From an optimization exercise on the open Yosys and OpenROAD flow, aimed at small area; shortcuts taken in it are not production practice. Function was checked by simulation only, so behaviour that the tests miss may differ from the original.

==> design.v <==
`timescale 1ns/1ns
module fp16_dec(
    input  [15:0] x,
    output        s,
    output        z,           
    output        inf,         
    output        dn,          
    output [5:0]  e,           
    output [9:0]  m
);
    wire [4:0] ex = x[14:10];
    wire [9:0] mx = x[9:0];
    wire       e0 = (ex == 5'd0);
    reg  [3:0] lz;
    integer i;
    always @(*) begin
        lz = 4'd0;
        for (i = 0; i <= 9; i = i + 1)
            if (mx[i]) lz = 4'd9 - i[3:0];
    end
    wire [9:0] mn = mx << (lz + 4'd1);
    assign s   = x[15];
    assign z   = e0 & ~|mx;
    assign inf = &ex;
    assign dn  = e0 & |mx;
    assign e   = e0 ? -{2'b00, lz} : {1'b0, ex};
    assign m   = e0 ? mn : mx;
endmodule
module fp16_mul(
    input        sa, za, ia, da, input [5:0] ea, input [9:0] ma,
    input        sb, zb, ib, db, input [5:0] eb, input [9:0] mb,
    output [15:0] y
);
    wire [21:0] p  = {1'b1, ma} * {1'b1, mb};
    wire        p1 = p[21];
    wire [6:0]  E    = {ea[5], ea} + {eb[5], eb};
    wire [6:0]  Eb   = E ^ 7'h40;
    wire [6:0]  Epb  = Eb + {6'd0, p1};
    wire        s    = sa ^ sb;
    wire        d    = da ^ db;
    wire        zero = za | zb | (da & db);
    wire        inf  = ia | ib;
    wire        ovf  = Epb >= 7'd110;             
    wire        q16  = (E == 7'd16) & ~p1 & d;
    wire        big  = (Epb >= 7'd80) & ~q16;     
    reg  [4:0]  sh;
    always @(*) begin
        if (big)                  sh = {4'd0, p1};
        else if (q16)             sh = 5'd0;
        else if (E == 7'd15)      sh = {4'd0, d};
        else if (Eb < 7'd68)      sh = 5'd12;     
        else                      sh = 5'd16 - E[4:0];
    end
    wire [11:0] pm  = p[21:10] >> sh;
    wire [6:0]  eo7 = E + {6'd0, p1} - 7'd15;
    wire [4:0]  eo  = big ? eo7[4:0] : 5'd0;
    assign y = inf  ? {s, 5'b11111, 10'd0} :
               zero ? {s, 15'd0} :
               ovf  ? {s, 5'b11111, 10'd0} :
                      {s, eo, pm[9:0]};
endmodule
`timescale 1ns/1ns
module fp16_add(
    input  [15:0] a,
    input  [15:0] b,
    output [15:0] y
);
    wire       sa = a[15], sb = b[15];
    wire [4:0] ea = a[14:10], eb = b[14:10];
    wire [9:0] ma = a[9:0], mb = b[9:0];
    wire       ia = &ea, ib = &eb;
    wire       zab = ~|a[14:0] & ~|b[14:0];
    wire       agb = a[14:0] >= b[14:0];
    wire       eq  = a[14:0] == b[14:0];
    wire [14:0] L = agb ? a[14:0] : b[14:0];
    wire [14:0] S = agb ? b[14:0] : a[14:0];
    wire       sL  = agb ? sa : sb;
    wire       hL = |L[14:10], hS = |S[14:10];
    wire [4:0] eL = hL ? L[14:10] : 5'd1;
    wire [4:0] eS = hS ? S[14:10] : 5'd1;
    wire [4:0] df = eL - eS;
    wire [20:0] S21 = {hS, S[9:0], 10'd0} >> df;
    wire       st  = |S21[8:0];
    wire       sub = sa ^ sb;
    wire [12:0] Lv = {1'b0, hL, L[9:0], 1'b0};
    wire [12:0] Sv = {1'b0, S21[20:9]};
    wire [12:0] V  = Lv + (sub ? ~Sv : Sv) + {12'd0, sub & ~st};
    reg  [3:0] lz;
    integer i;
    always @(*) begin
        lz = 4'd0;
        for (i = 0; i <= 10; i = i + 1)
            if (V[i]) lz = 4'd10 - i[3:0];
    end
    wire [3:0] n  = lz + 4'd1;           
    wire       gt = {1'b0, eL} > {1'b0, n};
    reg  [4:0] eo;
    reg  [3:0] k;
    always @(*) begin
        if (V[12])      begin eo = eL + 5'd1; k = 4'd0; end
        else if (V[11]) begin eo = eL;        k = 4'd1; end
        else if (gt)    begin eo = eL - {1'b0, n}; k = n + 4'd1; end
        else            begin eo = 5'd0;      k = eL[3:0]; end
    end
    wire [12:0] Vs = V << k;
    wire [9:0]  mo = (&eo) ? 10'd0 : Vs[11:2];
    wire        so = zab ? 1'b0 : (~sub ? sa : (eq ? (~|ea & sa) : sL));
    wire        si = (ia & ib) ? (sa == sb ? sa : 1'b0) : (ia ? sa : sb);
    assign y = (ia | ib) ? {si, 5'b11111, 10'd0} : {so, eo, mo};
endmodule
`timescale 1ns/1ns
module macrow4(
    input clk,
    input reset_n,
    input enX,
    input[3:0] enW,
    input [15:0] X_i,
    input [15:0] W_i,
    output valid_o,
    output [15:0] Y_o
);
    reg [5:0] r_en;
    always @(posedge clk, negedge reset_n) begin
        if (!reset_n)
            r_en <= 6'd0;
        else
            r_en <= {r_en[4:0], enX};
    end
    assign valid_o = r_en[2] & r_en[5];
    wire       wd_s, wd_z, wd_i, wd_d;
    wire [5:0] wd_e;
    wire [9:0] wd_m;
    fp16_dec wdec(.x(W_i), .s(wd_s), .z(wd_z), .inf(wd_i), .dn(wd_d), .e(wd_e), .m(wd_m));
    reg [3:0]  w_s, w_z, w_i, w_d;
    reg [23:0] w_e;
    reg [39:0] w_m;
    genvar k;
    generate for (k = 0; k < 4; k = k + 1) begin : tap
        always @(posedge clk, negedge reset_n) begin
            if (!reset_n) begin
                w_s[k] <= 1'b0;
                w_z[k] <= 1'b1;
                w_i[k] <= 1'b0;
            end else if (enW[k]) begin
                w_s[k] <= wd_s;
                w_z[k] <= wd_z;
                w_i[k] <= wd_i;
            end
        end
        always @(posedge clk) begin
            if (enW[k]) begin
                w_d[k] <= wd_d;
                w_e[6*k +: 6]  <= wd_e;
                w_m[10*k +: 10] <= wd_m;
            end
        end
    end endgenerate
    reg [15:0] x1, x2;
    always @(posedge clk) begin
        x1 <= X_i;
        x2 <= x1;
    end
    wire       xd_s, xd_z, xd_i, xd_d;
    wire [5:0] xd_e;
    wire [9:0] xd_m;
    fp16_dec xdec(.x(x2), .s(xd_s), .z(xd_z), .inf(xd_i), .dn(xd_d), .e(xd_e), .m(xd_m));
    wire [15:0] p0, p1, p2, p3;
    fp16_mul m0(xd_s, xd_z, xd_i, xd_d, xd_e, xd_m, w_s[0], w_z[0], w_i[0], w_d[0], w_e[0 +: 6], w_m[0 +: 10], p0);
    fp16_mul m1(xd_s, xd_z, xd_i, xd_d, xd_e, xd_m, w_s[1], w_z[1], w_i[1], w_d[1], w_e[6 +: 6], w_m[10 +: 10], p1);
    fp16_mul m2(xd_s, xd_z, xd_i, xd_d, xd_e, xd_m, w_s[2], w_z[2], w_i[2], w_d[2], w_e[12 +: 6], w_m[20 +: 10], p2);
    fp16_mul m3(xd_s, xd_z, xd_i, xd_d, xd_e, xd_m, w_s[3], w_z[3], w_i[3], w_d[3], w_e[18 +: 6], w_m[30 +: 10], p3);
    reg  [15:0] s0, s1, s2, y;
    wire [15:0] a1, a2, a3;
    fp16_add ad1(.a(p1), .b(s0), .y(a1));
    fp16_add ad2(.a(p2), .b(s1), .y(a2));
    fp16_add ad3(.a(p3), .b(s2), .y(a3));
    always @(posedge clk) begin
        s0 <= (p0[14:0] == 15'd0) ? 16'd0 : p0;
        s1 <= a1;
        s2 <= a2;
        y  <= a3;
    end
    assign Y_o = y;
endmodule
==> run.sh <==
#!/bin/bash
# synth_recipe.tcl (not shown) runs the flow's synth.tcl, then flattens the netlist and writes it again
# the make line also repeats each setting of config.mk as NAME=value (left out here)
make -C /OpenROAD-flow-scripts/flow DESIGN_CONFIG=/design/flow/config.mk WORK_HOME=/design/flow/orfs CLKGATE_MAP_FILE= SYNTH_SCRIPT=/design/flow/synth_recipe.tcl finish
==> config.mk <==
export PLATFORM = sky130hd
export DESIGN_NAME = macrow4
export DESIGN_NICKNAME = macrow4
export VERILOG_FILES = /design/flow/design.v
export SDC_FILE = /design/flow/constraint.sdc
export NUM_CORES = 4
export LEC_CHECK = 0
export CAP_MARGIN = 20
export CORE_MARGIN = 2
export CORE_UTILIZATION = 40
export SLEW_MARGIN = 20
==> constraint.sdc <==
create_clock -name core_clock -period 18.0 [get_ports {clk}]
set_input_delay 3.6000 -clock core_clock [delete_from_list [all_inputs] [get_ports {clk}]]
set_output_delay 3.6000 -clock core_clock [all_outputs]
set_load 0.01 [all_outputs]
==> notes.md <==
final-report setup violation count 20; GRT Residual Overflow 0; final hold violation count 0; largest cells by area after synthesis fa_1 17%, ha_1 13%, inv_1 5.7%; Placed Area 46,380 um2; Most Crowded Layer GR met2; cell area after layout 50,840 um2; arrival time of the worst setup path 18.87 ns; Cell Area, Synth 38,010 um2; GRT Util Overall 26.28%; Critical Path Max Stage Delay 0.66 ns; n_diodes 0; met1 Use GR 35.17%; CTS Buffer Depth 2; Post-synth top cells 576 x inv_1, 537 x nand2_1, 397 x ha_1; share of layout cells above drive strength 1 27.70%; Core ar. 94,590 um2; Pre-Repair DR Iteration Count 6; Hold WC Path Type flop to flop; I/O Buffers 55; fin nets 6,459; area leader, netlist fa_1; Worst Tran Pin Value 1.124 ns; total vias in the final route 38.92k; DP Worst Slack -1.221 ns; Worst-path clk slew 0.09 ns; Final Cycle Share 102.3%; synth-to-layout area growth 33.77%; CTS sink count 182; final RePlAce weighted congestion 0.9576; Root Driver clkbuf_16; Post-synth top flop dfxtp_1; Slowest-stage cell, CP fa_2; largest net degree at the start of global routing 32; global-route wire length before repair 206.0 mm; startpoint types flop; worst path required time 18.44 ns; DP HPWL 104.0 mm; Top cell by count, worst path ha_4; H-tree level count 4; library cells used by synthesis 118; RSZ-0062 raised after global routing yes; met3 GRT Util 3.809%; Rows 113; Layout Check Fails negative setup slack; vias in the first global route 38.38k; Mean Syn Cell Area 7.919 um2; Die X 312.2 um; synth warn 4; die height 312.2 um; number of I/O pins 56; Setup CP Type flop to flop; Post-route DRC 0; post-synthesis sequential area ratio 11.63%; Slew headroom 25.09%; pins over their slew limit 0; Layout Utilization 53.75%; initial antenna violation count 8; Setup crit end kind flop; Mapped Nets 5,564; Synth Register Bits 182; number of synthesized flops with an enable pin 68; Synth Instances 4,799; die area 97,490 um2; fmax 54.28 MHz; drt total wl 130.8 mm; Starting Density 40.18%; status complete, but fails checks; most common cell in the netlist inv_1; # hold bufs at CTS 0; total CTS buffers 17; Clock Skew 0.02690 ns; Worst-Skew Late Latency 0.53 ns; Setup WS post-layout -0.4216 ns; Yosys top cell area share 17.33%; Max Cap Violations 0; GR Layer Usage met2 43.85%; CP Max Fanout 7; Routed wire per std cell 18.76 um; Final Critical Period 18.42 ns; DRT antenna net count 0; Starting DRT DRC Count 3,292; Via density 5.582; TritonCTS clock tree done; asr flop ratio synth 9.890%
-- metal layers --
metal / part of all wire [%] / up-vias
met5: 0.031 / -
met4: 2.9 / 6
met3: 6.5 / 237
met2: 47 / 1250
met1: 44 / 18834
li1: - / 18590
-- critical path, delay by kind of cell (launching register included) --
kind | cells | cell delay (ns)
buf+inv | 15 | 1.60
xor+xnor | 2 | 0.35
mux | 6 | 1.54
simple gates | 14 | 2.95
fa+ha+maj | 15 | 5.13
flops | 1 | 0.38
compound gates | 36 | 6.38
-- sequential cells by signal, indices dropped and copies added (netlist names), 16 cells and up --
name and flops:
w_e 24, w_m 40, s2 16, s1 16
x1 16, s0 16, y 16, x2 16
-- metrics by stage --
| step | TNS [ns] | instances | hold WS (ns) |
|---|---|---|---|
| after CTS | -0.001213 | 6900 | 0.3256 |
| after floorplan | -3.275 | 4799 | 0.3095 |
| after global routing | -28.85 | 6972 | 0.3402 |
| final | -5.028 | 6972 | 0.3239 |
| after global placement | -15.31 | 6747 | 0.3107 |
| after detailed placement | -25.99 | 6747 | 0.3136 |
-- layout by cell type, fill, tap and decap left out, drive strengths merged, types with 55 or more instances in the layout --
cell type	count
ha	397
buf	1003
dfxtp	96
a21oi	252
clkdlybuf4s50	55
fa	329
a211oi	65
xnor2	114
and2	180
inv	586
nor2	372
mux2i	125
nand2	538
o211ai	57
edfxtp	68
xor2	67
a21o	80
nor3	146
nand3	105
o21ai	213
-- cell families (layout without fill, tap and decap cells) --
group                    Yosys count  in the layout  share of synthesized area [%]
AO/OA/AOI/OAI                   1093           1093                          20.06
buffers and inverters            764           1672                          7.651
flip-flops                       182            182                          11.63
XOR/XNOR                         181            181                          4.171
multiplexers                     172            172                          4.754
AND/OR/NAND/NOR                 1680           1680                          21.31
adder cells (fa/ha/maj)          727            727                          30.43
-- area by class of cell --
type	count	area (um2)
fill	8703	43750
multi-input combinational	3853	33500
timing repair buffer	1058	8507
sequential	182	4431
inverter	582	2187
tap	1265	1583
clock buffer	17	425.4
clock inverter	15	202.7
-- timing repair --
| action | CTS | global route |
|---|---|---|
| pin swaps | 144 | 136 |
| setup buffers | 121 | 78 |
| setup endpoints to repair | 40 | 45 |
| endpoints found under the hold margin | 0 | 0 |
| cloned | 1 | 0 |
| gates resized for setup | 193 | 315 |
-- path summary, 6_finish.rpt --
check                         startpoint                  to  slack, ns  cells past startpoint
setup reg to reg           x2[5]$_DFF_P_    s1[8]$_SDFF_PP0_      -0.42                     88
hold reg to reg            x1[4]$_DFF_P_       x2[4]$_DFF_P_       0.32                      0
setup / recovery           x2[5]$_DFF_P_    s1[8]$_SDFF_PP0_      -0.42                     88
max in group asynchronous        reset_n  w_s[3]$_DFFE_PN0P_      13.85                      1
hold / removal             x1[4]$_DFF_P_       x2[4]$_DFF_P_       0.32                      0
min in group asynchronous        reset_n   r_en[5]$_DFF_PN0_       3.58                      1

[static timing again, ports no longer ideal]
The flow's constraints put no driver on any port. The routed layout listed below was extracted and timed again, unchanged, in two steps. Step 1, drivers: a clkbuf_16 drives clk and a buf_2 each remaining input, both assumed. Step 2 times the ports against the registers' clock, not the clock port: input delays grow and output delays shrink by t, the midpoint of the rising clock arrivals with the driver on. Three values: ideal, step 1, step 2; two values: the first two.
t (ns): 0.583
setup WS [ns]: -0.422 / -0.422 / -0.422
worst setup path at the end: register to register
For this run, drivers alone change the setup slack by 0.000 ns; drivers and shift together by 0.000 ns.
